Background: an optimization exercise with open tools, aiming at small area and a short achievable clock period. Do not read the settings as production practice.
Function was checked by simulation only, so behaviour that the tests miss may differ from the original.

==> job 7990 <==
Design top_riscv_core, start of the top module:
module top_riscv_core
#(
  parameter ADDR_WIDTH = 8,
  parameter ADDR_NUM = 256
)
(
    input clk,
    input rst_n,
    input boot_up,
    output valid,
    output [ADDR_WIDTH-1:0] imem_addr,
    input  [32-1 :0] imem_rdata,
    output [ADDR_WIDTH-1:0] dmem_addr,
    output dmem_re,
    output dmem_we,
    output [3:0] dmem_wmask,
    output [32-1 :0] dmem_wdata,
    input  [32-1 :0] dmem_rdata,
    output rf_we,
    output [5-1 :0] rf_waddr,
    output [32-1 :0] rf_wdata
);
    localparam OP_R     = 7'b0110011;
    localparam OP_I     = 7'b0010011;
    localparam OP_L     = 7'b0000011;
    localparam OP_S     = 7'b0100011;
    localparam OP_B     = 7'b1100011;
    localparam OP_J     = 7'b1101111;
    localparam OP_JR    = 7'b1100111;
    localparam OP_LUI   = 7'b0110111;
    localparam OP_AUIPC = 7'b0010111;
    reg        loaded, running;
    reg [31:0] pc;
    reg [3:0]  cnt;
    reg        valid_r;
    reg [31:0] ir;
    reg        iv;
    reg [31:0] pcid;
    reg [31:0] rd1_q, rd2_q;    
    reg        tsel_j, tsel_u, tsel_b;    
    reg [31:0] op1_ex, op2_ex, x_ex;
    reg [3:0]  sha_ex, shb_ex;  
    reg [1:0]  shc_ex;          
    reg        a_add, a_sub, a_xor, a_or, a_and, a_sll, a_srl, a_sra, a_slt, a_sltu;
    reg        exR, exI, exL, exS, exB, exJ, exJR, exX, wen_ex;
    reg [4:0]  rd_ex, rs2_ex;
    reg        nb_ex, w_ex;
    reg [31:0] res_m, aux_m;
    reg        mR, mI, mL, mS, mJ, mJR, wen_m;
    reg [4:0]  rd_m;
    reg        nb_m, w_m;
    reg [31:0] res_rb;
    reg        rbL, rbR, rbI, rbJ, wen_rb;
    reg [4:0]  rd_rb;
    reg [31:0] gpr [1:31];
    always @(posedge clk) begin
        running <= rst_n & (running | (loaded & ~boot_up));
        loaded  <= rst_n & ~running & boot_up;
    end
  ...
Settings: LEC_CHECK=0, CAP_MARGIN=20, CORE_MARGIN=2, CORE_UTILIZATION=60, SLEW_MARGIN=20, SYNTH_HIERARCHICAL=1, SYNTH_MINIMUM_KEEP_SIZE=0; clock period 11.0 ns.
standard.sh (not shown) runs the stock make flow with config.mk's settings and CLKGATE_MAP_FILE= SYNTH_SCRIPT=/design/flow/synth_recipe.tcl, a recipe that flattens the netlist after the stock synthesis.
==> flow/flow/run.sh <==
#!/bin/bash
set -euo pipefail
export SETUP_SLACK_MARGIN=7.25
export CTS_ARGS="-sink_clustering_enable -repair_clock_nets -buf_list sky130_fd_sc_hd__clkbuf_8 -root_buf sky130_fd_sc_hd__clkbuf_16 -dont_use_dummy_load -sink_clustering_size 12 -sink_clustering_max_diameter 50"
export BUFFER_PORTS_ARGS="-buffer_cell sky130_fd_sc_hd__buf_4"
export GLOBAL_PLACEMENT_ARGS="-timing_driven_nets_percentage 25"
bash standard.sh > orfs_make.log 2>&1
==> job 550 (differences from job 7990) <==
--- a/flow/design.v
+++ b/flow/design.v
@@ -280,15 +280,15 @@
             wire [31:1] col;
             for (gi = 1; gi < 32; gi = gi + 1) begin : g_bit
                 assign col[gi] = gpr[gi][gb];
             end
             wire [3:0] p1, p2;
-            rd7_m u_r1a (.s(fs1[7:1]), .d(col[7:1]), .o(p1[0]));
+            rd8_m u_r1a (.s({fs1[7:1], 1'b0}), .d({col[7:1], 1'b0}), .o(p1[0]));
             rd8_m u_r1b (.s(fs1[15:8]), .d(col[15:8]), .o(p1[1]));
             rd8_m u_r1c (.s(fs1[23:16]), .d(col[23:16]), .o(p1[2]));
             rd8_m u_r1d (.s(fs1[31:24]), .d(col[31:24]), .o(p1[3]));
-            rd7_m u_r2a (.s(fs2[7:1]), .d(col[7:1]), .o(p2[0]));
+            rd8_m u_r2a (.s({fs2[7:1], 1'b0}), .d({col[7:1], 1'b0}), .o(p2[0]));
             rd8_m u_r2b (.s(fs2[15:8]), .d(col[15:8]), .o(p2[1]));
             rd8_m u_r2c (.s(fs2[23:16]), .d(col[23:16]), .o(p2[2]));
             rd8_m u_r2d (.s(fs2[31:24]), .d(col[31:24]), .o(p2[3]));
             assign frd1[gb] = |p1;
             assign frd2[gb] = |p2;
@@ -369,17 +369,10 @@
         pcid  <= pc;
         rd1_q <= ~stall ? frd1 : wbs1 ? res_rb : rd1_q;
         rd2_q <= ~stall ? frd2 : wbs2 ? res_rb : rd2_q;
     end
 endmodule
-module rd7_m (
-    input  [6:0] s,
-    input  [6:0] d,
-    output       o
-);
-    assign o = |(s & d);
-endmodule
 module rd8_m (
     input  [7:0] s,
     input  [7:0] d,
     output       o
 );
==> flow/flow/run.sh (replaced) <==
#!/bin/bash
# Standard layout (the standard.sh: standard synthesis, floorplan, place,
# CTS, route, finish) with these changes made through ORFS's own variables:
#  - CTS builds the tree from clkbuf_8 (clusters of at most 12 sinks within
#    50 um) with a clkbuf_16 root and no dummy loads;
#  - the port buffers are buf_4 (resizable) instead of the default delay cell;
#  - after global routing, flow/post_grt.tcl downsizes logic cells where that
#    keeps the worst setup slack (area recovery), and reroutes their nets.
set -euo pipefail
here="$(cd "$(dirname "${BASH_SOURCE[0]}")" && pwd)"
export SETUP_SLACK_MARGIN=7.25
export CTS_ARGS="-sink_clustering_enable -repair_clock_nets -buf_list sky130_fd_sc_hd__clkbuf_8 -root_buf sky130_fd_sc_hd__clkbuf_16 -dont_use_dummy_load -sink_clustering_size 12 -sink_clustering_max_diameter 50"
export BUFFER_PORTS_ARGS="-buffer_cell sky130_fd_sc_hd__buf_4"
export POST_GLOBAL_ROUTE_TCL="$here/post_grt.tcl"
bash standard.sh > orfs_make.log 2>&1
==> flow/flow/downsize.tcl (new file) <==
# Area recovery: logic cells (not on a clock net) are swapped for the smallest
# cell of their family (same name but the drive suffix), in batches in order
# of decreasing slack. After each batch the parasitics are estimated again; a
# batch is kept only if the worst setup slack stays at or above the target and
# no new max-slew or max-capacitance violation appears, else it is split in
# halves and tried again. Narrower cells keep placement legal.
proc ds_smallest { lib name dont } {
  if {![regexp {^(.*)_([0-9]+)$} $name -> base drv]} { return "" }
  set best ""
  set bd $drv
  foreach m [$lib getMasters] {
    set n [$m getName]
    if {[regexp "^${base}_(\[0-9\]+)\$" $n -> d] && $d < $bd && [lsearch -exact $dont $n] < 0} {
      set best $n
      set bd $d
    }
  }
  return $best
}

proc ds_check { target est } {
  estimate_parasitics $est
  set ws [expr {[sta::worst_slack_cmd max] * 1e9}]
  set sv [sta::max_slew_violation_count]
  set cv [sta::max_capacitance_violation_count]
  return [list $ws $sv $cv]
}

proc ds_try { items target est base_sv base_cv } {
  if {[clock seconds] > $::ds_deadline} { return 0 }
  # items: list of {inst old new}
  foreach it $items { replace_cell [lindex $it 0] [lindex $it 2] }
  lassign [ds_check $target $est] ws sv cv
  if {$ws >= $target && $sv <= $base_sv && $cv <= $base_cv} {
    return [llength $items]
  }
  foreach it $items { replace_cell [lindex $it 0] [lindex $it 1] }
  if {[llength $items] <= $::ds_min_batch} { return 0 }
  set h [expr {[llength $items] / 2}]
  set n [ds_try [lrange $items 0 [expr {$h - 1}]] $target $est $base_sv $base_cv]
  incr n [ds_try [lrange $items $h end] $target $est $base_sv $base_cv]
  return $n
}

proc ds_run { target est {batch 128} {delta 0.2} {budget 300} {min_batch 4} } {
  set ::ds_deadline [expr {[clock seconds] + $budget}]
  set ::ds_min_batch $min_batch
  set block [ord::get_db_block]
  set dont {}
  if {[info exists ::env(DONT_USE_CELLS)]} { set dont $::env(DONT_USE_CELLS) }
  lassign [ds_check $target $est] ws0 base_sv base_cv
  set cands {}
  foreach inst [$block getInsts] {
    set m [$inst getMaster]
    if {[$m getType] ne "CORE"} { continue }
    set n [$m getName]
    if {[regexp {clkbuf|clkinv|clkdly|tapvpwr|fill|decap|conb|dlygate|dlymetal|__buf_|__inv_|__bufinv} $n]} { continue }
    set onclk 0
    foreach it [$inst getITerms] {
      set net [$it getNet]
      if {$net ne "NULL" && [$net getSigType] eq "CLOCK"} { set onclk 1 }
    }
    if {$onclk} { continue }
    set new [ds_smallest [$m getLib] $n $dont]
    if {$new eq ""} { continue }
    set iname [$inst getName]
    set sl 1e9
    foreach p [get_pins -of_objects [get_cells $iname] -filter "direction==output"] {
      set s [get_property $p slack_max]
      if {$s ne "" && $s < $sl} { set sl $s }
    }
    if {$sl < $target + $delta} { continue }
    lappend cands [list $sl $iname $n $new]
  }
  set cands [lsort -real -index 0 -decreasing $cands]
  set a0 [rsz::design_area]
  set nch 0
  for {set i 0} {$i < [llength $cands]} {incr i $batch} {
    set items {}
    foreach c [lrange $cands $i [expr {$i + $batch - 1}]] {
      lappend items [lrange $c 1 3]
    }
    incr nch [ds_try $items $target $est $base_sv $base_cv]
  }
  lassign [ds_check $target $est] ws1 sv1 cv1
  puts [format "downsize: %d of %d cells swapped, area %.0f -> %.0f, worst slack %.3f -> %.3f, slew/cap violations %d/%d -> %d/%d" \
    $nch [llength $cands] [expr {$a0*1e12}] [expr {[rsz::design_area]*1e12}] $ws0 $ws1 $base_sv $base_cv $sv1 $cv1]
}
==> flow/flow/post_grt.tcl (new file) <==
# Hook run by ORFS at the end of global routing (POST_GLOBAL_ROUTE_TCL):
# area recovery with global-route parasitics that keeps the worst setup slack
# the timing repair reached (see downsize.tcl), then the changed nets are
# routed again.
source [file join [file dirname [info script]] downsize.tcl]
estimate_parasitics -global_routing
set ws_now [expr {[sta::worst_slack_cmd max] * 1e9}]
set tgt [expr {min($ws_now, $::env(SETUP_SLACK_MARGIN))}]
global_route -start_incremental
ds_run $tgt -global_routing 64 0.0 420 2
global_route -end_incremental
estimate_parasitics -global_routing
write_guides $::env(RESULTS_DIR)/route.guide
==> job 8653 (differences from job 7990) <==
==> flow/flow/run.sh (replaced) <==
#!/bin/bash
set -euo pipefail
export SETUP_SLACK_MARGIN=7.25
export CTS_ARGS="-sink_clustering_enable -repair_clock_nets -buf_list sky130_fd_sc_hd__clkbuf_8 -root_buf sky130_fd_sc_hd__clkbuf_16 -dont_use_dummy_load -sink_clustering_size 12 -sink_clustering_max_diameter 50"
export BUFFER_PORTS_ARGS="-buffer_cell sky130_fd_sc_hd__buf_4"
bash standard.sh > orfs_make.log 2>&1
==> summary.txt <==
- Cells along the critical path: buf_8 > nand2b_4 > buf_12 > nor2_4 > buf_4 > a22oi_1 > nand4_1 > nor4_1 > a21oi_1
- Number of global-route vias before repair: 59600
- Signal buffers share of area: 0.0515
- First-pass GRT wire length: 422000 um
- Met3 wire length: approximately 44000 um
- Fin area: around 84000 um2
- Final GP Congestion: 1.01
- Die Y: approximately 360 um
- Placed Cells: 8504
- Status: no timing/DRC/antenna violations
- Crit path max-delay family: simple AND/OR/NAND/NOR gates
- Fin Clk Skew: ~110 ps
- Met2 global-route usage: 0.698
That was job 550.
==> summary.txt <==
- Status: no timing/DRC/antenna violations
- Fin area: approximately 85000 um2
- Number of global-route vias before repair: roughly 59000
- Crit path max-delay family: compound AO/OA/AOI/OAI gates
- Cells along the critical path: ha_2 > and3_1 > and2_4 > nand3_2 > a41oi_4 > a31oi_4 > o21ai_2 > a221o_2 > buf_4 > mux2_4 > mux2i_4 > nor3_4 > buf_12 > nand4_4 > buf_12 > mux2_2
- Signal buffers share of area: 0.0529
- Met3 wire length: 49100 um
- First-pass GRT wire length: 431000 um
- Met2 global-route usage: 0.711
- Final GP Congestion: approximately 1.1
- Placed Cells: about 8300
That was job 8653.
==> summary.txt <==
- Status: no timing/DRC/antenna violations
- Signal buffers share of area: 0.0477
- Fin area: about 84000 um2
- Placed Cells: around 8300
- Final GP Congestion: ~1.1
- Crit path max-delay family: compound AO/OA/AOI/OAI gates
- First-pass GRT wire length: 448000 um
- Die Y: roughly 350 um
That was job 7990.

## what the ideal ports hide
In the flow no input, the clock included, has a driving cell. The finished layouts below were timed again as built, in two steps.
Step 1 assumes that a clkbuf_16 drives the clock port and a buf_2 every other input.
Step 2 also shifts input and output timing later by t, the mid clock arrival at the registers, as if the neighbouring blocks saw the same clock.
Three values: no drivers, after step 1, after step 2; two values: the first two.
run	shift t [ns]	setup slack, ns	worst setup path at the end	clock arrival spread, ns	cell pins on the clock port's net
job 7990	0.833	6.916 / 6.916 / 6.410	input to register	0.104 / 0.104	1
job 550	0.826	7.016 / 7.046 / 6.221	input to register	0.120 / 0.119	1
job 8653	0.807	7.145 / 7.113 / 6.377	input to register	0.158 / 0.157	1
After both steps setup and hold are still met in every run listed. The setup slack of job 550, which loses most, moves by +0.030 ns with the drivers and by -0.795 ns with both steps.
